Context: an optimization exercise on an open-source flow, tuned for small area, a short achievable clock period and few clock cycles per item. The choices shown serve that exercise and are no tape-out recipe. At most, simulation tests tie the RTL to the original design; equivalence was not proved. Only the layout flow was run in run 3; the RTL was not checked for function there. The clock port is modelled as an ideal driver, which makes a skipped or thinned clock tree look cheaper than it is; a real chip needs a root buffer or a tree. Power figures rest on the tool's default switching activity, not on a simulated workload.

[design/flow/config.mk]
export PLATFORM = sky130hd
export DESIGN_NAME = sharpening_hw
export DESIGN_NICKNAME = sharpening_hw
export VERILOG_FILES = /design/flow/design.v
export SDC_FILE = /design/flow/constraint.sdc
export NUM_CORES = 8
export LEC_CHECK = 0
export ABC_CLOCK_PERIOD_IN_PS = 2500
export CAP_MARGIN = 20
export CORE_MARGIN = 2
export CORE_UTILIZATION = 72
export SETUP_SLACK_MARGIN = 2.75
export SLEW_MARGIN = 20
[design/flow/constraint.sdc]
create_clock -name core_clock -period 5.0 [get_ports {clk}]
set_input_delay 1.0000 -clock core_clock [delete_from_list [all_inputs] [get_ports {clk}]]
set_output_delay 1.0000 -clock core_clock [all_outputs]
set_load 0.01 [all_outputs]
[design/flow/design.v]
module intensity_kernel(
    input  wire [23:0] rgb,
    output wire [47:0] v       
);
    wire [3:0] r_hi = rgb[23:20];
    wire [3:0] r_lo = rgb[19:16];
    wire [3:0] g_hi = rgb[15:12];
    wire [3:0] g_lo = rgb[11:8];
    wire [3:0] b_hi = rgb[7:4];
    wire [3:0] b_lo = rgb[3:0];
    wire [10:0] p_r_hi = (r_hi[3] ? (r_hi[2] ? (r_hi[1] ? (r_hi[0] ? 11'd1155 : 11'd1078) : (r_hi[0] ? 11'd1001 : 11'd924)) : (r_hi[1] ? (r_hi[0] ? 11'd847 : 11'd770) : (r_hi[0] ? 11'd693 : 11'd616))) : (r_hi[2] ? (r_hi[1] ? (r_hi[0] ? 11'd539 : 11'd462) : (r_hi[0] ? 11'd385 : 11'd308)) : (r_hi[1] ? (r_hi[0] ? 11'd231 : 11'd154) : (r_hi[0] ? 11'd77 : 11'd0))));
    wire [10:0] p_r_lo = (r_lo[3] ? (r_lo[2] ? (r_lo[1] ? (r_lo[0] ? 11'd1155 : 11'd1078) : (r_lo[0] ? 11'd1001 : 11'd924)) : (r_lo[1] ? (r_lo[0] ? 11'd847 : 11'd770) : (r_lo[0] ? 11'd693 : 11'd616))) : (r_lo[2] ? (r_lo[1] ? (r_lo[0] ? 11'd539 : 11'd462) : (r_lo[0] ? 11'd385 : 11'd308)) : (r_lo[1] ? (r_lo[0] ? 11'd231 : 11'd154) : (r_lo[0] ? 11'd77 : 11'd0))));
    wire [11:0] p_g_hi = (g_hi[3] ? (g_hi[2] ? (g_hi[1] ? (g_hi[0] ? 12'd2265 : 12'd2114) : (g_hi[0] ? 12'd1963 : 12'd1812)) : (g_hi[1] ? (g_hi[0] ? 12'd1661 : 12'd1510) : (g_hi[0] ? 12'd1359 : 12'd1208))) : (g_hi[2] ? (g_hi[1] ? (g_hi[0] ? 12'd1057 : 12'd906) : (g_hi[0] ? 12'd755 : 12'd604)) : (g_hi[1] ? (g_hi[0] ? 12'd453 : 12'd302) : (g_hi[0] ? 12'd151 : 12'd0))));
    wire [11:0] p_g_lo = (g_lo[3] ? (g_lo[2] ? (g_lo[1] ? (g_lo[0] ? 12'd2265 : 12'd2114) : (g_lo[0] ? 12'd1963 : 12'd1812)) : (g_lo[1] ? (g_lo[0] ? 12'd1661 : 12'd1510) : (g_lo[0] ? 12'd1359 : 12'd1208))) : (g_lo[2] ? (g_lo[1] ? (g_lo[0] ? 12'd1057 : 12'd906) : (g_lo[0] ? 12'd755 : 12'd604)) : (g_lo[1] ? (g_lo[0] ? 12'd453 : 12'd302) : (g_lo[0] ? 12'd151 : 12'd0))));
    wire [8:0] p_b_hi = (b_hi[3] ? (b_hi[2] ? (b_hi[1] ? (b_hi[0] ? 9'd420 : 9'd392) : (b_hi[0] ? 9'd364 : 9'd336)) : (b_hi[1] ? (b_hi[0] ? 9'd308 : 9'd280) : (b_hi[0] ? 9'd252 : 9'd224))) : (b_hi[2] ? (b_hi[1] ? (b_hi[0] ? 9'd196 : 9'd168) : (b_hi[0] ? 9'd140 : 9'd112)) : (b_hi[1] ? (b_hi[0] ? 9'd84 : 9'd56) : (b_hi[0] ? 9'd28 : 9'd0))));
    wire [8:0] p_b_lo = (b_lo[3] ? (b_lo[2] ? (b_lo[1] ? (b_lo[0] ? 9'd420 : 9'd392) : (b_lo[0] ? 9'd364 : 9'd336)) : (b_lo[1] ? (b_lo[0] ? 9'd308 : 9'd280) : (b_lo[0] ? 9'd252 : 9'd224))) : (b_lo[2] ? (b_lo[1] ? (b_lo[0] ? 9'd196 : 9'd168) : (b_lo[0] ? 9'd140 : 9'd112)) : (b_lo[1] ? (b_lo[0] ? 9'd84 : 9'd56) : (b_lo[0] ? 9'd28 : 9'd0))));
    function [31:0] csa(input [15:0] a, input [15:0] b, input [15:0] d);
        csa = {(a & b | a & d | b & d) << 1, a ^ b ^ d};
    endfunction
    wire [15:0] t0 = {1'b0, p_r_hi, 4'b0000};
    wire [15:0] t1 = {5'b00000, p_r_lo};
    wire [15:0] t2 = {p_g_hi, 4'b0000};
    wire [15:0] t3 = {4'b0000, p_g_lo};
    wire [15:0] t4 = {3'b000, p_b_hi, 4'b0000};
    wire [15:0] t5 = {7'b0000000, p_b_lo};
    wire [31:0] l1a = csa(t0, t1, t2);
    wire [31:0] l1b = csa(t3, t4, t5);
    wire [31:0] l2  = csa(l1a[15:0], l1a[31:16], l1b[15:0]);
    assign v = {l2, l1b[31:16]};
endmodule
module intensity_sum(
    input  wire [47:0] v,
    output wire [7:0]  y
);
    wire [15:0] s = v[47:32] ^ v[31:16] ^ v[15:0];
    wire [15:0] c = (v[47:32] & v[31:16] | v[47:32] & v[15:0] | v[31:16] & v[15:0]) << 1;
    wire [15:0] sum = s + c;
    assign y = sum[15:8];
endmodule
module stencil_buf #(
    parameter W = 1280,
    parameter L = 40
) (
    input  wire       clk,
    input  wire       rst_n,
    input  wire       we,       
    input  wire       we_n,     
    input  wire [7:0] y_in,
    output wire signed [10:0] d_h,
    output wire [8:0] d_v
);
    localparam R = W / L;
    localparam NB = 8 * L * R;
    reg [NB-1:0] line1;
    reg [NB-1:0] line2;
    reg [7:0]         ycn;
    reg [10:0]        rhx;
    wire [7:0]         yc = ~ycn;                     
    wire signed [10:0] rh = $signed(rhx ^ 11'h1fe);   
    reg [8:0]         sv;    
    reg signed [10:0] zc;    
    reg [11:0] cnt;
    reg        full1;   
    reg        full2;   
    reg        last1;   
    reg        last2;   
    reg        next1;   
    reg        next2;   
    reg        rwe, rwen;
    wire       last1_n = we ? (cnt == W - 2) : last1;
    wire       last2_n = we ? (cnt == 2 * W - 1) : last2;
    wire [7:0] t1m  = full1 ? line1[NB-1 -: 8] : 8'hff;
    wire [7:0] pre1 = next1 ? line1[NB-9 -: 8] : 8'hff;
    wire [7:0] pre2 = next2 ? line2[NB-9 -: 8] : 8'hff;
    wire signed [10:0] pre1x4 = $signed({1'b0, pre1, 2'b00});
    integer r, i;
    always @(posedge clk) begin
        for (r = 0; r < R; r = r + 1) begin
            for (i = 1; i < L; i = i + 1) begin
                line1[(r*L+i)*8 +: 8] <= line1[(r*L+i-1)*8 +: 8];
                line2[(r*L+i)*8 +: 8] <= line2[(r*L+i-1)*8 +: 8];
            end
            line1[(r*L)*8 +: 8] <= ({8{rwe}} & ((r == 0) ? y_in : line1[((r-1)*L+L-1)*8 +: 8]))
                                 | ({8{rwen}} & line1[(r*L+L-1)*8 +: 8]);
            line2[(r*L)*8 +: 8] <= ({8{rwe}} & ((r == 0) ? yc : line2[((r-1)*L+L-1)*8 +: 8]))
                                 | ({8{rwen}} & line2[(r*L+L-1)*8 +: 8]);
        end
        rwe  <= we_n;
        rwen <= ~we_n;
        sv <= {1'b0, pre1} + {1'b0, pre2};
        zc <= we ? pre1x4 - $signed({3'b000, t1m}) : pre1x4 - $signed({3'b000, yc});
    end
    always @(posedge clk or negedge rst_n) begin
        if (!rst_n) begin
            ycn   <= 8'h00;
            rhx   <= 11'h000;
            cnt   <= 12'd0;
            full1 <= 1'b0;
            full2 <= 1'b0;
            last1 <= 1'b0;
            last2 <= 1'b0;
            next1 <= 1'b0;
            next2 <= 1'b0;
        end else begin
            next1 <= next1 | (we_n & last1_n);
            next2 <= next2 | (we_n & last2_n);
            if (we) begin
                ycn <= ~t1m;
                rhx <= (zc - $signed({3'b000, y_in})) ^ 11'h1fe;
                if (!full2) cnt <= cnt + 12'd1;
                full1 <= full1 | last1;
                full2 <= full2 | last2;
                last1 <= last1_n;
                last2 <= last2_n;
            end
        end
    end
    assign d_h = rh;
    assign d_v = sv;
endmodule
module sharpening_kernel(
    input  wire [23:0] rgb,
    input  wire signed [10:0] d_h,    
    output wire [35:0] u              
);
    function [11:0] add2(input [7:0] v, input signed [10:0] h);
        add2 = $signed({4'b0000, v}) + h;
    endfunction
    assign u = {add2(rgb[23:16], d_h), add2(rgb[15:8], d_h), add2(rgb[7:0], d_h)};
endmodule
module sharpening_sub(
    input  wire [35:0] u,
    input  wire [8:0]  d_v,           
    output wire [35:0] t              
);
    assign t = {u[35:24] - {3'b000, d_v}, u[23:12] - {3'b000, d_v}, u[11:0] - {3'b000, d_v}};
endmodule
module sharpening_clamp(
    input  wire [35:0] t,
    output wire [23:0] sharp
);
    function [7:0] clamp(input [11:0] v);
        if (v[11]) clamp = 8'd0;
        else if (v[10:8] != 3'b000) clamp = 8'd255;
        else clamp = v[7:0];
    endfunction
    assign sharp = {clamp(t[35:24]), clamp(t[23:12]), clamp(t[11:0])};
endmodule
module sharpening_hw(clk, rst_n, s_axis_tdata, s_axis_tvalid, s_axis_tuser, s_axis_tlast, s_axis_tready, m_axis_tdata, m_axis_tvalid, m_axis_tuser, m_axis_tlast, m_axis_tready, hwsw_sel);
    input wire clk;
    input wire rst_n;
    input wire [23:0] s_axis_tdata;
    input wire s_axis_tvalid;
    input wire s_axis_tuser;
    input wire s_axis_tlast;
    output wire s_axis_tready;
    output wire [23:0] m_axis_tdata;
    output wire m_axis_tvalid;
    output wire m_axis_tuser;
    output wire m_axis_tlast;
    input wire m_axis_tready;
    input wire hwsw_sel;
    localparam W = 1280;
    localparam L = 40;
    reg        v0, va, vb, v3, v4, ov, kv;
    reg [25:0] d0, da, db, d3, d4;   
    reg [47:0] la;                   
    reg [7:0]  yb;
    reg [35:0] u3;                   
    reg [8:0]  v3d;                  
    reg [35:0] t4;                   
    reg [49:0] od, kd;               
    reg [5:0]  ph;                   
    reg        started;
    reg        e0n, ean, ebn;
    reg        proc;                 
    wire [47:0] lv;
    intensity_kernel ik0(.rgb(d0[23:0]), .v(lv));
    wire [7:0] y;
    intensity_sum is0(.v(la), .y(y));
    wire signed [10:0] d_h;
    wire [8:0] d_v;
    wire proc_n;
    stencil_buf #(.W(W), .L(L)) sb0(
        .clk(clk), .rst_n(rst_n), .we(proc), .we_n(proc_n), .y_in(yb), .d_h(d_h), .d_v(d_v));
    wire [35:0] ub, t3;
    sharpening_kernel ek0(.rgb(db[23:0]), .d_h(d_h), .u(ub));
    sharpening_sub es0(.u(u3), .d_v(v3d), .t(t3));
    wire [23:0] sharp4;
    sharpening_clamp ec0(.t(t4), .sharp(sharp4));
    wire [49:0] res4 = {d4[25:24], ~sharp4, ~d4[23:0]};
    wire pop  = ov & m_axis_tready;
    wire in_o = v4 & ~kv;
    wire load_o = ~ov | pop;
    wire       kv_n = load_o ? 1'b0 : (kv | in_o);
    wire       e0 = ~e0n;
    wire       v0_n = e0 ? s_axis_tvalid : v0;
    wire       ea = ~ean;
    wire       eb = ~ebn;
    wire       va_n = ea ? v0 : va;
    wire       vb_n = eb ? va : vb;
    wire       ph_hold = proc | (~started & (ph == 6'd0));
    wire [5:0] ph_n = ph_hold ? ph : ((ph == L - 1) ? 6'd0 : ph + 6'd1);
    wire       ok_n = (ph_n == 6'd0) & ~kv_n;
    assign     proc_n = vb_n & ok_n;
    always @(posedge clk or negedge rst_n) begin
        if (!rst_n) begin
            v0 <= 1'b0;
            va <= 1'b0;
            vb <= 1'b0;
            v3 <= 1'b0;
            v4 <= 1'b0;
            ov <= 1'b0;
            kv <= 1'b0;
            ph <= 6'd0;
            started <= 1'b0;
            e0n <= 1'b0;
            ean <= 1'b0;
            ebn <= 1'b0;
            proc <= 1'b0;
        end else begin
            v0 <= v0_n;
            va <= va_n;
            vb <= vb_n;
            if (~kv) begin
                v3 <= proc;
                v4 <= v3;
            end
            if (proc) started <= 1'b1;
            ph <= ph_n;
            ov <= load_o ? (kv | in_o) : 1'b1;
            kv <= kv_n;
            ebn  <= vb_n & ~ok_n;
            ean  <= va_n & vb_n & ~ok_n;
            e0n  <= v0_n & va_n & vb_n & ~ok_n;
            proc <= proc_n;
        end
    end
    always @(posedge clk) begin
        if (e0) d0 <= {s_axis_tuser, s_axis_tlast, s_axis_tdata};
        if (ea) begin
            da <= d0;
            la <= lv;
        end
        if (eb) begin
            db <= da;
            yb <= y;
        end
        if (~kv) begin
            d3 <= db;
            u3 <= ub;
            v3d <= d_v;
            d4 <= d3;
            t4 <= t3;
        end
        if (~load_o & in_o) kd <= res4;
    end
    always @(posedge clk or negedge rst_n) begin
        if (!rst_n) od <= 50'd0;
        else if (load_o) od <= kv ? kd : res4;
    end
    assign s_axis_tready = e0;
    assign m_axis_tvalid = ov;
    assign m_axis_tuser  = od[49];
    assign m_axis_tlast  = od[48];
    assign m_axis_tdata  = ~(hwsw_sel ? od[47:24] : od[23:0]);
endmodule
[design/flow/flow/run.sh]
#!/bin/bash
# The standard layout, with these changes:
# - the data ports grouped on one edge (io.tcl runs just before the I/O pins
#   are placed);
# - the m_axis_tdata output buffers and multiplexers placed at their ports
#   before detailed placement (place_out.tcl);
# - clock tree synthesis without dummy loads;
# - after clock tree synthesis, the tree's root buffer removed, so the clock
#   port drives the four first-level buffers directly (rootless.tcl). Global
#   routing then repairs timing on the changed tree as usual;
# - also after clock tree synthesis, port buffers that placement left as
#   delay cells replaced by plain buffers (portbuf.tcl), and any register
#   that placement moved far from its clock tree leaf buffer reattached to
#   the nearest one (leafsinks.tcl).
set -euo pipefail
export PRE_IO_PLACEMENT_TCL="$PWD/flow/io.tcl"
export PRE_DETAIL_PLACE_TCL="$PWD/flow/place_out.tcl"
export CTS_ARGS="-sink_clustering_enable -repair_clock_nets -sink_clustering_size 28 -sink_clustering_max_diameter 60 -dont_use_dummy_load"
export POST_CTS_TCL="$PWD/flow/post_cts.tcl"
bash standard.sh > standard.log 2>&1
[design/flow/flow/io.tcl]
# Keep the ports together in the middle of the bottom edge, so the small input
# and output logic sits next to its pins and the clock pin is as close to the
# die centre as an edge allows. hwsw_sel, which selects every bit of
# m_axis_tdata, sits in the middle of those pins.
set die_x [expr {[[[ord::get_db_block] getDieArea] xMax] / 1000.0}]
set mid [expr {$die_x / 2.0}]
set sel_names {}
for {set i 0} {$i < 12} {incr i} { lappend sel_names "m_axis_tdata\[$i\]" }
lappend sel_names hwsw_sel
for {set i 12} {$i < 24} {incr i} { lappend sel_names "m_axis_tdata\[$i\]" }
set other_names {}
foreach p [concat [all_inputs] [all_outputs]] {
  set n [get_name $p]
  if {$n ne "rst_n" && [lsearch -exact $sel_names $n] < 0} { lappend other_names $n }
}
set half [expr {[llength $other_names] / 2}]
set_io_pin_constraint -pin_names $sel_names -region bottom:[expr {$mid - 30}]-[expr {$mid + 30}] -group -order
set_io_pin_constraint -pin_names [lrange $other_names 0 [expr {$half - 1}]] -region bottom:[expr {$mid - 90}]-[expr {$mid - 32}]
set_io_pin_constraint -pin_names [lrange $other_names $half end] -region bottom:[expr {$mid + 32}]-[expr {$mid + 90}]
[design/flow/flow/leafsinks.tcl]
# Detailed placement after clock tree synthesis can move a register far from
# the leaf buffer of the cluster it was put in, which leaves that leaf net
# long and its clock slew high. Such a register's clock pin moves to the
# nearest leaf buffer.
proc inst_xy {inst} {
  lassign [$inst getLocation] x y
  set m [$inst getMaster]
  return [list [expr {$x + [$m getWidth] / 2}] [expr {$y + [$m getHeight] / 2}]]
}
proc fix_far_leaf_sinks {{max_um 80} {max_sinks 32}} {
  set block [ord::get_db_block]
  set dbu [$block getDbUnitsPerMicron]
  set lim [expr {$max_um * $dbu}]
  set leaves {}
  foreach net [$block getNets] {
    if {![string match "clknet_leaf_*" [$net getName]]} continue
    set drv ""
    set n 0
    foreach it [$net getITerms] {
      if {[$it isOutputSignal]} { set drv [$it getInst] } else { incr n }
    }
    if {$drv eq ""} continue
    lappend leaves [list $net $drv {*}[inst_xy $drv]]
    set count([$net getName]) $n
  }
  set moved 0
  foreach leaf $leaves {
    lassign $leaf net drv dx dy
    foreach it [$net getITerms] {
      if {[$it isOutputSignal]} continue
      lassign [inst_xy [$it getInst]] sx sy
      if {abs($sx - $dx) + abs($sy - $dy) <= $lim} continue
      set best ""
      set bestd 1e18
      foreach other $leaves {
        lassign $other onet odrv ox oy
        if {$count([$onet getName]) >= $max_sinks} continue
        set d [expr {abs($sx - $ox) + abs($sy - $oy)}]
        if {$d < $bestd} { set bestd $d; set best $onet }
      }
      if {$best eq "" || $best eq $net} continue
      $it disconnect
      $it connect $best
      incr count([$net getName]) -1
      incr count([$best getName])
      incr moved
      puts "fix_far_leaf_sinks: [[$it getInst] getName] from [$net getName] to [$best getName] ([expr {$bestd / $dbu}] um)"
    }
  }
  puts "fix_far_leaf_sinks: $moved clock pins moved"
}
fix_far_leaf_sinks
[design/flow/flow/place_out.tcl]
# Put each m_axis_tdata output buffer at its port and the output multiplexer
# that drives it just above; detailed placement then legalises them. The
# ports sit together on one edge (io.tcl), so this keeps the hwsw_sel paths to
# the ports short.
proc out_driver {net} {
  foreach it [$net getITerms] {
    if {[$it isOutputSignal]} { return [$it getInst] }
  }
  return ""
}
proc pull_output_logic {} {
  set block [ord::get_db_block]
  set row_h 2720
  set moved 0
  foreach bt [$block getBTerms] {
    if {![string match "m_axis_tdata*" [$bt getName]]} continue
    set obuf [out_driver [$bt getNet]]
    if {$obuf eq ""} continue
    set mux ""
    foreach it [$obuf getITerms] {
      if {[$it isInputSignal] && [$it getNet] ne "NULL"} { set mux [out_driver [$it getNet]] }
    }
    if {$mux eq "" || ![string match "*mux2*" [[$mux getMaster] getName]]} continue
    set bb [$bt getBBox]
    set x [$bb xMin]
    set y [lindex [$obuf getLocation] 1]
    $obuf setLocation $x $y
    $mux setLocation $x [expr {$y + $row_h}]
    incr moved
  }
  puts "pull_output_logic: placed $moved output buffers and multiplexers"
}
pull_output_logic
[design/flow/flow/portbuf.tcl]
# Port buffers that placement left as delay cells become plain buffers; the
# timing repair after global routing then sizes them as it does any buffer.
proc plain_port_buffers {} {
  set n 0
  foreach inst [[ord::get_db_block] getInsts] {
    set name [$inst getName]
    if {![regexp {^(input|output)[0-9]+$} $name]} continue
    if {[string match "*clkdlybuf*" [[$inst getMaster] getName]] || [string match "*dlygate*" [[$inst getMaster] getName]]} {
      $inst swapMaster [[ord::get_db] findMaster sky130_fd_sc_hd__buf_4]
      incr n
    }
  }
  puts "plain_port_buffers: $n port buffers replaced"
}
plain_port_buffers
[design/flow/flow/post_cts.tcl]
source [file join [file dirname [info script]] rootless.tcl]
source [file join [file dirname [info script]] portbuf.tcl]
source [file join [file dirname [info script]] leafsinks.tcl]
[design/flow/flow/rootless.tcl]
proc remove_clock_root {} {
  set block [ord::get_db_block]
  set port_net [[$block findBTerm clk] getNet]
  set roots {}
  foreach it [$port_net getITerms] { lappend roots [$it getInst] }
  if {[llength $roots] != 1} { puts "ROOTLESS: port drives [llength $roots] cells, left as is"; return }
  set root [lindex $roots 0]
  set out_net ""
  foreach it [$root getITerms] {
    if {[$it isOutputSignal]} { set out_net [$it getNet] }
  }
  set loads {}
  foreach it [$out_net getITerms] {
    if {[$it getInst] ne $root} { lappend loads $it }
  }
  if {[llength $loads] > 4} { puts "ROOTLESS: root drives [llength $loads] pins, left as is"; return }
  puts "ROOTLESS: removing [$root getName] ([[$root getMaster] getName]), [llength $loads] loads move to the port"
  foreach it $loads { $it disconnect; $it connect $port_net }
  foreach it [$root getITerms] { $it disconnect }
  odb::dbInst_destroy $root
  odb::dbNet_destroy $out_net
}
remove_clock_root
[design/flow/standard.sh]
#!/bin/bash
# synth_recipe.tcl (not shown) runs the flow's synth.tcl, then flattens the netlist and writes it again
# the make line also repeats each setting of config.mk as NAME=value (left out here)
make -C /OpenROAD-flow-scripts/flow DESIGN_CONFIG=/design/flow/config.mk WORK_HOME=/design/flow/orfs CLKGATE_MAP_FILE= SYNTH_SCRIPT=/design/flow/synth_recipe.tcl "${@:-finish}"
==> key figures, run 1 <==
Logic synthesis
  – Asr flop ratio synth: 0.00502
  – Post-synthesis compound-gate area fraction: 0.0152
  – Avg Cell Area, Syn: 19.1 sq um
  – Largest family of logic cells by synthesized area: compound AO/OA/AOI/OAI gates
  – Net Count, Synth: 23,100
  – Top FF cell, synth: dfxtp_1
  – Post-Syn Instances: 22,900
  – Synthesized flop and latch total: 20,900
  – Sequential-to-total area share from yosys stat: 0.968
  – Yosys warnings: 5
  – Mux cell area share after synthesis: 0.00181
  – Area leader, netlist: dfxtp_1
  – Synth Area in XOR/XNOR: 0.00187
  – Post-synth EDFFs: 309
  – Top post-synthesis cells by area: dfxtp_1 (94%), edfxtp_1 (2.1%), a22o_1 (1.0%)
  – Netlist Area Pre-Place: 436,000 sq um
  – Top-area cell type share of the netlist area: 0.941
  – Simple-gate share of the synthesized area: 0.00433
  – Netlist cell types: 71
  – Post-Synth Adder-Cell Area: 0.00610

Drt
  – Final WL: 519 mm
  – 1st-iter DRT viols: 6,734
  – Metal2 WL: 222 mm
  – Vias: 143,000
  – TritonRoute pass-1 iters: 7
  – Highest layer used for signal routing: met4
  – Routed len/inst: 16.3 um
  – DRC: 0
  – Metal3 WL: 13.4 mm
  – M1 WL: 271 mm
  – Vias per std cell: 4.50
  – ANT nets after route: 0

Pwr
  – Clock share of power: 0.292
  – Net Sw Frac: 0.201
  – Logic gate share of total power: 0.035
  – Cell Pwr Density: 544 nW/um^2
  – Sequential share of power: 0.673
  – Internal power: 204 mW
  – Peak supply drop: 0.466 mV
  – Switching pwr: 51.5 mW
  – Static leakage: 187 nW

Global routing
  – Total GRT Usage: 0.168
  – GRT overflow: 0
  – First-pass GRT wire length: 830 mm
  – Largest net degree at the start of global routing: 129
  – Antenna violations before repair: 6
  – Vias in the first global route: 149,000

Placement
  – Routability congestion estimate: 0.768
  – Post-DP HPWL: 249 mm
  – Placed Instance Area: 447,000 sq um
  – Number of port buffers: 58

Critical path
  – Crit path buf inv count: 3
  – Slowest CP cell: mux2i_4
  – Worst Setup End Kind: output pin
  – CP Class: in -> out
  – Top delay family on crit path: buffers and inverters
  – Critical Path RT: 4.00 ns
  – Slowest stage delay, CP: 0.25 ns
  – Crit path cell chain: buf_16 -> clkbuf_16 -> mux2i_4 -> buf_6
  – Critical Path Source: hwsw_sel
  – Worst setup SP type: primary input
  – Crit Reg-Reg Startpoint: d0[20]
  – Maximum fanout along the worst path: 7
  – Arr. time, crit path: 1.67 ns

Floorplanning
  – Row cnt: 285
  – DIE AREA: 612,000 sq um
  – Die X: 782 um
  – Boundary pin count: 59
  – Area of the core: 603,000 sq um
  – Starting Density: 0.724
  – Chip height: 782 um

Min path
  – Min-delay src: sb0.line1[9879]
  – Hold Crit Class: reg -> reg

Clock tree
  – Clock sinks: 20,900
  – Worst-path clk slew: 0.09 ns
  – Clk latency of the worst-skew pair: 0.87 ns

Timing
  – Setup TNS: 0 ns
  – Setup Viol. Count Final: 0
  – Final hold violations: 0
  – Worst-margin pin slew: 0.941 ns
  – RSZ-0062 raised after global routing: true
  – Clock skew: 0.139 ns
  – Fin crit share: 0.534
  – Slew Limit Fails: 0
  – Max Freq: 0.375 GHz
  – Final Critical Period: 2.67 ns
  – Relative slew margins: 0.373
  – Worst hold slack: 0.253 ns

Finish
  – Layout cells sized above 1: 0.0557
  – Commonest non-fill, non-tap cell in the layout: dfxtp_1
  – Finished Cell Area: 470,000 sq um
  – Area Overhead vs Synth: 7.80%
  – Most frequent cells in the layout: dfxtp_1 (20,500), clkbuf_16 (841), a22o_1 (498), edfxtp_1 (309), nor2_1 (156)
  – Fin nets: 24,000

Job
  – Max Cap Viol: 0

Outcome
  – Status: no timing/DRC/antenna violations
==> through the flow <==
step           power (mW)  setup slack, ns  instances  utilization
2_1_floorplan         180             1.97      22900            -
3_3_place_gp          183             1.31      30800        0.742
3_5_place_dp          184             1.29      30800        0.742
5_1_grt               265             2.32      31800        0.780
6_report              256             2.33      31800        0.780
==> final cells by class <==
class / count / area (sq um)
Antenna cell: 3 / 7.51
Clock buffer: 840 / 21000
Fill cell: 31200 / 133000
Inverter: 151 / 607
Multi-Input combinational cell: 1618 / 14100
Sequential cell: 20900 / 422000
Tap cell: 8036 / 10100
Timing Repair Buffer: 225 / 2150
==> state kept, by name (all words and copies together) (netlist names), 11 cells and up <==
signal / cells
sb0.line1: 10240
sb0.line2: 10240
kd: 50
od: 50
la: 40
t4: 36
u3: 36
d0: 26
d3: 26
d4: 26
da: 26
db: 26
sb0.cnt: 12
sb0.rhx: 11
sb0.zc: 11
==> cells by family (layout without fill, tap and decap cells) <==
| logic type | count (synthesis) | in the layout |
|---|---|---|
| flops | 20900 | 20900 |
| other cells | 0 | 3 |
| buf+inv | 320 | 1216 |
| mux | 74 | 74 |
| compound gates | 864 | 864 |
| xor+xnor | 93 | 93 |
| simple gates | 396 | 396 |
| fa+ha+maj | 191 | 191 |
==> synth_stat cells, drive strengths merged, types with 5 or more instances <==
library cell,number
clkbuf,139
or3,13
nor3,30
a211oi,6
nand2,76
o21a,10
o31ai,6
o211ai,15
xnor2,60
dfrtp,105
and2,8
edfxtp,309
a21oi,139
nor2b,18
a21o,22
a311oi,5
a31oi,10
o22ai,13
o21ai,67
buf,30
nand2b,28
mux2i,64
o41ai,8
ha,155
nand3,24
mux2,7
dfxtp,20500
nor2,162
a22o,498
or2,9
xor2,33
and3,5
inv,151
o21bai,28
a2111oi,6
fa,36
==> final timing paths <==
| kind | to | slack (ns) | cells after the start |
|---|---|---|---|
| min in group asynchronous | sb0.cnt[2] | 1.10 | 2 |
| max in group asynchronous | od[8] | 3.01 | 3 |
| max | m_axis_tdata[14] | 2.33 | 4 |
| min | sb0.line1[9887] | 0.25 | 0 |
| min reg2reg | sb0.line1[9887] | 0.25 | 0 |
| max reg2reg | la[25] | 2.41 | 7 |
==> power by group through the flow <==
stage / Sequential (mW) / Combinational [mW] / Clock, mW
after floorplan: 175 / 5.43 / 0
after global placement: 176 / 7.42 / 0
after detailed placement: 176 / 7.55 / 0
after global routing: 172 / 9.90 / 82.2
final: 172 / 8.91 / 74.7
==> worst reg2reg max path: stages (launching register included) <==
cell and delay (ns):
edfxtp_1 0.52, inv_2 0.15, ha_4 0.22, mux4_2 0.47, inv_2 0.07, fa_1 0.41, inv_2 0.07, fa_2 0.42
==> layer usage <==
layer  up-vias  GRT usage
li1      72600          -
met1     68300      0.264
met2      1236      0.256
met3       898     0.0199
met4         0     0.0405
met5         -          0
Testbench counts, summed over its fixed seeds: cycles 41,008, pixels 40,960.
==> run 2, diff against run 1 <==
--- a/design/flow/config.mk
+++ b/design/flow/config.mk
@@ -9,5 +9,5 @@
 export CAP_MARGIN = 20
 export CORE_MARGIN = 2
 export CORE_UTILIZATION = 72
-export SETUP_SLACK_MARGIN = 2.75
+export SETUP_SLACK_MARGIN = 2.5
 export SLEW_MARGIN = 20
==> key figures, run 2 <==
Drt
  – 1st-iter DRT viols: 6,978
  – TritonRoute pass-1 iters: 5
  – Vias: 144,000
  – Vias per std cell: 4.54
  – DRC: 0
  – ANT nets after route: 0
  – Routed len/inst: 17.4 um
  – Final WL: 551 mm

Global routing
  – Antenna violations before repair: 5
  – GRT overflow: 0
  – Largest net degree at the start of global routing: 112
  – First-pass GRT wire length: 877 mm
  – Vias in the first global route: 153,000
  – Total GRT Usage: 0.180

Finish
  – Area Overhead vs Synth: 7.53%
  – Multi-input gate area: 13,500 sq um
  – Reg area: 422,000 sq um
  – Commonest non-fill, non-tap cell in the layout: dfxtp_1
  – Layout cells sized above 1: 0.0492
  – Fin util: 0.778
  – Most frequent cells in the layout: dfxtp_1 (20,500), clkbuf_16 (844), a22o_1 (498), edfxtp_1 (309), nor2_1 (156)
  – Number of fill cells in the layout: 30,300
  – Biggest regs: sb0.line1: 10240 flops, sb0.line2: 10240 flops
  – Fin cells: 31,700
  – Fin nets: 23,900

Critical path
  – Maximum fanout along the worst path: 8
  – R2R Setup Slk: 2.40 ns
  – Arr. time, crit path: 1.64 ns
  – Worst setup SP type: primary input
  – Crit Reg-Reg Startpoint: d0[17]
  – RR Endpoint: la[21]
  – Worst Setup End Kind: output pin
  – Critical Path RT: 4.00 ns
  – Worst R2R Path Depth: 7
  – Critical Path Source: hwsw_sel
  – Critical path endpoint: m_axis_tdata[6]
  – CP Class: in -> out

Logic synthesis
  – Net Count, Synth: 23,100
  – Area leader, netlist: dfxtp_1
  – Synth cell count leaders: dfxtp_1 (20,500), a22o_1 (498), edfxtp_1 (309), nor2_1 (161), ha_1 (155)
  – Synthesized flop and latch total: 20,900
  – Top-area cell type share of the netlist area: 0.941
  – Asr flop ratio synth: 0.00502
  – Yosys warnings: 5
  – Most common cell in the netlist: dfxtp_1
  – Post-synth EDFFs: 309
  – Netlist Area Pre-Place: 436,000 sq um
  – Sequential-to-total area share from yosys stat: 0.968
  – Top FF cell, synth: dfxtp_1
  – Netlist cell types: 71
  – Post-Syn Instances: 22,900
  – Top post-synthesis cells by area: dfxtp_1 (94%), edfxtp_1 (2.1%), a22o_1 (1.0%)
  – Avg Cell Area, Syn: 19.1 sq um

Floorplanning
  – Starting Density: 0.724
  – DIE AREA: 612,000 sq um
  – Die X: 782 um
  – Boundary pin count: 59
  – Row cnt: 285
  – Chip height: 782 um
  – Area of the core: 603,000 sq um

Job
  – Max Cap Viol: 0

Timing
  – Worst-margin pin slew: 1.01 ns
  – Worst hold slack: 0.258 ns
  – Fin crit share: 0.529
  – Max Freq: 0.378 GHz
  – Setup TNS: 0 ns
  – Setup Viol. Count Final: 0
  – Final Critical Period: 2.64 ns
  – Clock skew: 0.141 ns
  – Slew Limit Fails: 0
  – Relative slew margins: 0.324
  – RSZ-0062 raised after global routing: true
  – Final hold violations: 0

Placement
  – Post-DP HPWL: 256 mm
  – Number of port buffers: 58
  – Routability congestion estimate: 0.753
  – DP Cell Count: 30,800

Clock tree
  – Clock sinks: 20,900
  – Worst-path clk slew: 0.10 ns
  – Clk latency of the worst-skew pair: 0.89 ns

Pwr
  – Total power: 256 mW
  – Static leakage: 187 nW
  – Peak supply drop: 0.714 mV
  – Cell Pwr Density: 545 nW/um^2

Outcome
  – Status: no timing/DRC/antenna violations

Min path
  – Hold Crit Class: reg -> reg
[run 2: cell counts after synthesis]
No cell type changed its count.
[run 2: worst min path at each step]
stage               depth (start not counted)            start                to
floorplan                                   0  sb0.line1[9992]  sb0.line1[10000]
global placement                            0  sb0.line1[9352]   sb0.line1[9360]
detailed placement                          0  sb0.line1[9998]  sb0.line1[10006]
global route                                0    sb0.line1[15]     sb0.line1[23]
finish                                      0   sb0.line2[625]    sb0.line2[633]
[run 2: worst max-delay path: stages]
cell and delay (ns):
buf_16 0.10, buf_16 0.16, mux2i_4 0.24, buf_6 0.13
[run 2: cells by family (layout without fill, tap and decap cells)]
logic type	after synthesis	in the layout	share of synthesized area
AOI/OAI and AO/OA	864	864	0.0152
buffers and inverters	320	1160	0.00277
and+or+nand+nor	396	396	0.00433
muxes	74	74	0.00181
xor gates and xnor gates	93	93	0.00187
other	0	3	0
DFF	20900	20900	0.968
adders and majority gates	191	191	0.00610
[run 2: metrics by stage]
step | area [sq um] | worst slack, ns
floorplan | 437000 | 1.97
global placement | 447000 | 1.37
detailed placement | 447000 | 1.33
global route | 469000 | 2.31
finish | 469000 | 2.36
[run 2: routing by layer]
layer | up-vias | part of all wire | GRT usage
li1 | 72500 | - | -
met1 | 69300 | 0.50 | 0.274
met2 | 1205 | 0.45 | 0.285
met3 | 934 | 0.025 | 0.0202
met4 | 0 | 0.022 | 0.0398
met5 | - | 0 | 0
[run 2: where the power goes]
part	internal, mW	switching [mW]
Combinational	3.37	4.87
Sequential	170	1.83
Clock	30.2	45.1
Total	204	51.8
[run 2: layout make-up]
cell class	instances	area share
sequential	20900	0.900
clock buffer	843	0.0450
multi-input combinational	1618	0.0289
tap	8036	0.0214
timing repair buffer	166	0.00329
inverter	151	0.00125
antenna	3	0.0000160
==> run 3, diff against run 2 <==
--- a/design/flow/design.v
+++ b/design/flow/design.v
@@ -53,10 +53,8 @@
     localparam NB = 8 * L * R;
     reg [NB-1:0] line1;
     reg [NB-1:0] line2;
-    reg [7:0]         ycn;
-    reg [10:0]        rhx;
-    wire [7:0]         yc = ~ycn;                     
-    wire signed [10:0] rh = $signed(rhx ^ 11'h1fe);   
+    reg [7:0]         yc;    
+    reg signed [10:0] rh;    
     reg [8:0]         sv;    
     reg signed [10:0] zc;    
     reg [11:0] cnt;
@@ -92,8 +90,8 @@
     end
     always @(posedge clk or negedge rst_n) begin
         if (!rst_n) begin
-            ycn   <= 8'h00;
-            rhx   <= 11'h000;
+            yc    <= 8'hff;
+            rh    <= 11'sd510;
             cnt   <= 12'd0;
             full1 <= 1'b0;
             full2 <= 1'b0;
@@ -105,8 +103,8 @@
             next1 <= next1 | (we_n & last1_n);
             next2 <= next2 | (we_n & last2_n);
             if (we) begin
-                ycn <= ~t1m;
-                rhx <= (zc - $signed({3'b000, y_in})) ^ 11'h1fe;
+                yc <= t1m;
+                rh <= zc - $signed({3'b000, y_in});
                 if (!full2) cnt <= cnt + 12'd1;
                 full1 <= full1 | last1;
                 full2 <= full2 | last2;
@@ -128,23 +126,21 @@
     endfunction
     assign u = {add2(rgb[23:16], d_h), add2(rgb[15:8], d_h), add2(rgb[7:0], d_h)};
 endmodule
-module sharpening_sub(
+module sharpening_clamp(
     input  wire [35:0] u,
     input  wire [8:0]  d_v,           
-    output wire [35:0] t              
-);
-    assign t = {u[35:24] - {3'b000, d_v}, u[23:12] - {3'b000, d_v}, u[11:0] - {3'b000, d_v}};
-endmodule
-module sharpening_clamp(
-    input  wire [35:0] t,
     output wire [23:0] sharp
 );
-    function [7:0] clamp(input [11:0] v);
-        if (v[11]) clamp = 8'd0;
-        else if (v[10:8] != 3'b000) clamp = 8'd255;
-        else clamp = v[7:0];
+    function [7:0] subclamp(input [11:0] a, input [8:0] b);
+        reg [11:0] v;
+        begin
+            v = a - {3'b000, b};
+            if (v[11]) subclamp = 8'd0;
+            else if (v[10:8] != 3'b000) subclamp = 8'd255;
+            else subclamp = v[7:0];
+        end
     endfunction
-    assign sharp = {clamp(t[35:24]), clamp(t[23:12]), clamp(t[11:0])};
+    assign sharp = {subclamp(u[35:24], d_v), subclamp(u[23:12], d_v), subclamp(u[11:0], d_v)};
 endmodule
 module sharpening_hw(clk, rst_n, s_axis_tdata, s_axis_tvalid, s_axis_tuser, s_axis_tlast, s_axis_tready, m_axis_tdata, m_axis_tvalid, m_axis_tuser, m_axis_tlast, m_axis_tready, hwsw_sel);
     input wire clk;
@@ -162,17 +158,16 @@
     input wire hwsw_sel;
     localparam W = 1280;
     localparam L = 40;
-    reg        v0, va, vb, v3, v4, ov, kv;
-    reg [25:0] d0, da, db, d3, d4;   
+    reg        v0, va, vb, v3, ov, kv;
+    reg [25:0] d0, da, db, d3;       
     reg [47:0] la;                   
     reg [7:0]  yb;
     reg [35:0] u3;                   
     reg [8:0]  v3d;                  
-    reg [35:0] t4;                   
     reg [49:0] od, kd;               
     reg [5:0]  ph;                   
     reg        started;
-    reg        e0n, ean, ebn;
+    reg        e0n, ea, eb;          
     reg        proc;                 
     wire [47:0] lv;
     intensity_kernel ik0(.rgb(d0[23:0]), .v(lv));
@@ -183,20 +178,17 @@
     wire proc_n;
     stencil_buf #(.W(W), .L(L)) sb0(
         .clk(clk), .rst_n(rst_n), .we(proc), .we_n(proc_n), .y_in(yb), .d_h(d_h), .d_v(d_v));
-    wire [35:0] ub, t3;
+    wire [23:0] sharp3;
+    wire [35:0] ub;
     sharpening_kernel ek0(.rgb(db[23:0]), .d_h(d_h), .u(ub));
-    sharpening_sub es0(.u(u3), .d_v(v3d), .t(t3));
-    wire [23:0] sharp4;
-    sharpening_clamp ec0(.t(t4), .sharp(sharp4));
-    wire [49:0] res4 = {d4[25:24], ~sharp4, ~d4[23:0]};
+    sharpening_clamp ec0(.u(u3), .d_v(v3d), .sharp(sharp3));
+    wire [49:0] res3 = {d3[25:24], ~sharp3, ~d3[23:0]};
     wire pop  = ov & m_axis_tready;
-    wire in_o = v4 & ~kv;
+    wire in_o = v3 & ~kv;
     wire load_o = ~ov | pop;
     wire       kv_n = load_o ? 1'b0 : (kv | in_o);
     wire       e0 = ~e0n;
     wire       v0_n = e0 ? s_axis_tvalid : v0;
-    wire       ea = ~ean;
-    wire       eb = ~ebn;
     wire       va_n = ea ? v0 : va;
     wire       vb_n = eb ? va : vb;
     wire       ph_hold = proc | (~started & (ph == 6'd0));
@@ -209,29 +201,25 @@
             va <= 1'b0;
             vb <= 1'b0;
             v3 <= 1'b0;
-            v4 <= 1'b0;
             ov <= 1'b0;
             kv <= 1'b0;
             ph <= 6'd0;
             started <= 1'b0;
             e0n <= 1'b0;
-            ean <= 1'b0;
-            ebn <= 1'b0;
+            ea <= 1'b1;
+            eb <= 1'b1;
             proc <= 1'b0;
         end else begin
             v0 <= v0_n;
             va <= va_n;
             vb <= vb_n;
-            if (~kv) begin
-                v3 <= proc;
-                v4 <= v3;
-            end
+            if (~kv) v3 <= proc;
             if (proc) started <= 1'b1;
             ph <= ph_n;
             ov <= load_o ? (kv | in_o) : 1'b1;
             kv <= kv_n;
-            ebn  <= vb_n & ~ok_n;
-            ean  <= va_n & vb_n & ~ok_n;
+            eb   <= ~vb_n | ok_n;
+            ea   <= ~va_n | ~vb_n | ok_n;
             e0n  <= v0_n & va_n & vb_n & ~ok_n;
             proc <= proc_n;
         end
@@ -250,14 +238,12 @@
             d3 <= db;
             u3 <= ub;
             v3d <= d_v;
-            d4 <= d3;
-            t4 <= t3;
-        end
-        if (~load_o & in_o) kd <= res4;
+        end
+        if (~load_o & in_o) kd <= res3;
     end
     always @(posedge clk or negedge rst_n) begin
         if (!rst_n) od <= 50'd0;
-        else if (load_o) od <= kv ? kd : res4;
+        else if (load_o) od <= kv ? kd : res3;
     end
     assign s_axis_tready = e0;
     assign m_axis_tvalid = ov;
==> design/flow/flow/run.sh (replaced) <==
#!/bin/bash
# The standard layout, with these changes:
# - the data ports grouped on one edge (io.tcl runs just before the I/O pins
#   are placed);
# - the m_axis_tdata output multiplexers and their output registers pulled
#   next to the ports' output buffers before detailed placement
#   (place_out.tcl);
# - clock tree synthesis without dummy loads;
# - after clock tree synthesis, the tree's root buffer removed, so the clock
#   port drives the four first-level buffers directly (rootless.tcl). Global
#   routing then repairs timing on the changed tree as usual.
set -euo pipefail
export PRE_IO_PLACEMENT_TCL="$PWD/flow/io.tcl"
export PRE_DETAIL_PLACE_TCL="$PWD/flow/place_out.tcl"
export CTS_ARGS="-sink_clustering_enable -repair_clock_nets -sink_clustering_size 28 -sink_clustering_max_diameter 60 -dont_use_dummy_load"
export POST_CTS_TCL="$PWD/flow/rootless.tcl"
bash standard.sh > standard.log 2>&1
--- a/design/flow/flow/place_out.tcl
+++ b/design/flow/flow/place_out.tcl
@@ -1,7 +1,7 @@
-# Put each m_axis_tdata output buffer at its port and the output multiplexer
-# that drives it just above; detailed placement then legalises them. The
-# ports sit together on one edge (io.tcl), so this keeps the hwsw_sel paths to
-# the ports short.
+# Pull each m_axis_tdata output multiplexer, and the two output registers it
+# selects between, next to the port's output buffer; detailed placement then
+# legalises them. The ports sit together on one edge (io.tcl), so this keeps
+# the hwsw_sel and output-register paths to the ports short.
 proc out_driver {net} {
   foreach it [$net getITerms] {
     if {[$it isOutputSignal]} { return [$it getInst] }
@@ -27,7 +27,16 @@
     $obuf setLocation $x $y
     $mux setLocation $x [expr {$y + $row_h}]
     incr moved
+    set k 2
+    foreach it [$mux getITerms] {
+      if {![$it isInputSignal] || [$it getNet] eq "NULL"} continue
+      set d [out_driver [$it getNet]]
+      if {$d ne "" && [string match "od*" [$d getName]]} {
+        $d setLocation $x [expr {$y + $k * $row_h}]
+        incr k
+      }
+    }
   }
-  puts "pull_output_logic: placed $moved output buffers and multiplexers"
+  puts "pull_output_logic: moved $moved output multiplexers"
 }
 pull_output_logic
removed: design/flow/flow/leafsinks.tcl
removed: design/flow/flow/portbuf.tcl
removed: design/flow/flow/post_cts.tcl
==> key figures, run 3 <==
Outcome
  – Status: no timing/DRC/antenna violations

Critical path
  – R2R Setup Slk: 2.27 ns
  – RR Endpoint: yb[1]
  – Slowest CP cell: clkdlybuf4s50_1
  – Slowest stage delay, CP: 0.49 ns
  – Crit path cell chain: clkdlybuf4s50_1 -> nor2b_1 -> nor2_1 -> a31o_2 -> or3_4 -> or2_2 -> o31ai_4
  – CP Class: in -> reg
  – Arr. time, crit path: 3.44 ns
  – Worst Setup End Kind: register
  – Worst setup SP type: primary input
  – Maximum fanout along the worst path: 5
  – Critical Path RT: 5.67 ns
  – Crit Reg-Reg Startpoint: la[3]
  – Worst R2R Path Depth: 12

Drt
  – ANT nets after route: 0
  – TritonRoute pass-1 iters: 5
  – Final WL: 504 mm
  – Vias: 142,000
  – Metal3 WL: 14.5 mm
  – Metal2 WL: 210 mm
  – Highest layer used for signal routing: met5
  – Vias per std cell: 4.49
  – Routed len/inst: 15.9 um
  – 1st-iter DRT viols: 6,223
  – DRC: 0
  – M1 WL: 266 mm

Global routing
  – First-pass GRT wire length: 813 mm
  – Largest net degree at the start of global routing: 107
  – Vias in the first global route: 147,000
  – Total GRT Usage: 0.164
  – GRT overflow: 0
  – Antenna violations before repair: 18

Logic synthesis
  – Synthesized flop and latch total: 20,900
  – Area leader, netlist: dfxtp_1
  – Top-area cell type share of the netlist area: 0.945
  – Netlist cell types: 84
  – Top post-synthesis cells by area: dfxtp_1 (94%), edfxtp_1 (1.7%), a22o_1 (1.0%)
  – Netlist Area Pre-Place: 435,000 sq um
  – Asr flop ratio synth: 0.00499
  – Avg Cell Area, Syn: 19.1 sq um
  – Sequential-to-total area share from yosys stat: 0.968
  – Post-synth EDFFs: 247
  – Top FF cell, synth: dfxtp_1
  – Most common cell in the netlist: dfxtp_1
  – Net Count, Synth: 23,000
  – Post-Syn Instances: 22,800
  – Yosys warnings: 5
  – Synth cell count leaders: dfxtp_1 (20,500), a22o_1 (512), edfxtp_1 (247), ha_1 (153), clkbuf_1 (150)

Floorplanning
  – Row cnt: 285
  – Starting Density: 0.722
  – Chip height: 781 um
  – DIE AREA: 610,000 sq um
  – Boundary pin count: 59
  – Area of the core: 602,000 sq um
  – Die X: 781 um

Timing
  – Final worst setup slack: 2.23 ns
  – Setup TNS: 0 ns
  – Slew Limit Fails: 0
  – Final hold violations: 0
  – Clock skew: 0.133 ns
  – RSZ-0062 raised after global routing: true
  – Final Critical Period: 2.77 ns
  – Worst-margin pin slew: 1.05 ns
  – Fin crit share: 0.554
  – Worst hold slack: 0.253 ns
  – Max Freq: 0.361 GHz
  – Setup Viol. Count Final: 0
  – Relative slew margins: 0.299

Clock tree
  – Worst-path clk slew: 0.10 ns
  – Clk latency of the worst-skew pair: 0.87 ns
  – Clock sinks: 20,900

Pwr
  – Peak supply drop: 0.501 mV
  – Static leakage: 186 nW
  – Cell Pwr Density: 545 nW/um^2

Placement
  – Post-DP HPWL: 245 mm
  – Setup WS pre-CTS: 1.45 ns
  – Number of port buffers: 58
  – Routability congestion estimate: 0.777

Finish
  – Layout cells sized above 1: 0.0548
  – Biggest regs: sb0.line1: 10240 flops, sb0.line2: 10240 flops
  – Commonest non-fill, non-tap cell in the layout: dfxtp_1
  – Area Overhead vs Synth: 7.79%
  – Most frequent cells in the layout: dfxtp_1 (20,500), clkbuf_16 (841), a22o_1 (512), edfxtp_1 (247), ha_1 (137)
  – Fin nets: 23,900

Min path
  – Hold Crit Class: reg -> reg
  – Hold Path Depth: 0
  – Hold EP: sb0.line1[8699]
  – Min-delay src: sb0.line1[8691]

Job
  – Max Cap Viol: 0
run 3: cell count changes in the layout (fill, tap and decap cells not counted), moves of 25 or more:
cell | previous run | this run
nand2_1 | 72 | 98
o21bai_1 | 28 | 3
a21oi_1 | 125 | 96
nor2_1 | 156 | 121
edfxtp_1 | 309 | 247
clkdlybuf4s50_1 | 0 | 28
mux2i_1 | 43 | 13
run 3: cell families (layout without fill, tap and decap cells):
family | after synthesis | count (layout) | synth area share
AOI/OAI and AO/OA | 885 | 886 | 0.0158
DFF | 20900 | 20900 | 0.968
adders and majority gates | 189 | 189 | 0.00606
buffers and inverters | 307 | 1212 | 0.00267
muxes | 53 | 54 | 0.00143
and+or+nand+nor | 399 | 400 | 0.00455
xor gates and xnor gates | 94 | 94 | 0.00189
other | 0 | 3 | 0
run 3: area by class of cell:
class	count	area (sq um)
diodes	3	7.51
repair buffers	232	2250
multi-input cells	1623	14100
flip-flops and latches	20900	421000
clock buffers	838	21000
inverters	142	549
fillers	31800	134000
well taps	8036	10100
run 3: how the worst max path moves through the flow:
stage	from	slack [ns]	endpoint
6_report	m_axis_tready	2.23	od[41]
5_1_grt	v3d[1]	2.14	od[34]
3_3_place_gp	hwsw_sel	1.54	m_axis_tdata[21]
2_1_floorplan	hwsw_sel	2.42	m_axis_tdata[10]
3_5_place_dp	hwsw_sel	1.45	m_axis_tdata[11]
run 3: through the flow:
step	power [mW]	instances	util	instance area (sq um)
after global placement	183	30700	0.740	445000
after detailed placement	183	30700	0.740	445000
final	255	31700	0.778	468000
after floorplan	179	22800	-	435000
after global routing	264	31700	0.778	468000
run 3: routing by layer:
layer,track usage,vias up
met4,0.0423,2
met2,0.244,1366
met5,0,-
met1,0.261,67500
met3,0.0205,972
li1,-,72400
run 3: worst max-delay path, delay by kind of cell:
kind	cells	cell delay [ns]
buffers and inverters	1	0.49
AO/OA/AOI/OAI	2	0.39
AND/OR/NAND/NOR	4	1.55
run 3: power breakdown:
group          internal (mW)  total, mW  switching, mW
Sequential               169        171           1.63
Combinational           4.39       10.3           5.88
Clock                   30.0       74.2           44.2

==> port drivers added, routing unchanged <==
The results above use ideal ports. As a check the final layouts listed here were re-extracted and re-timed, cells and wires unchanged.
Step 1 sets driving cells, clkbuf_16 on the clock port and buf_2 on the other inputs (assumed; they add their load-dependent delay and slew).
Step 2 also shifts input and output timing later by t, the mid clock arrival at the registers, as if the neighbouring blocks saw the same clock.
a / b / c = no drivers / after step 1 / after step 2; a / b = the first two.
run | shift t [ns] | setup slack, ns | worst hold slack (ns) | worst setup path at the end | worst data-port slew with drivers (ns)
run 1 | 1.012 | 2.331 / 2.206 / 2.046 | 0.253 / 0.172 / 0.253 | input, reset recovery | 0.17
run 2 | 1.028 | 2.357 / 2.208 / 1.835 | 0.258 / 0.181 / 0.258 | input, reset recovery | 0.20
run 3 | 1.006 | 2.230 / 2.151 / 1.412 | 0.253 / 0.253 / 0.253 | input to register | 0.22
After both steps setup and hold are still met in every run listed. For run 3, which loses most, drivers alone change the setup slack by -0.079 ns; drivers and shift together by -0.818 ns. Setup slack includes reset recovery checks.
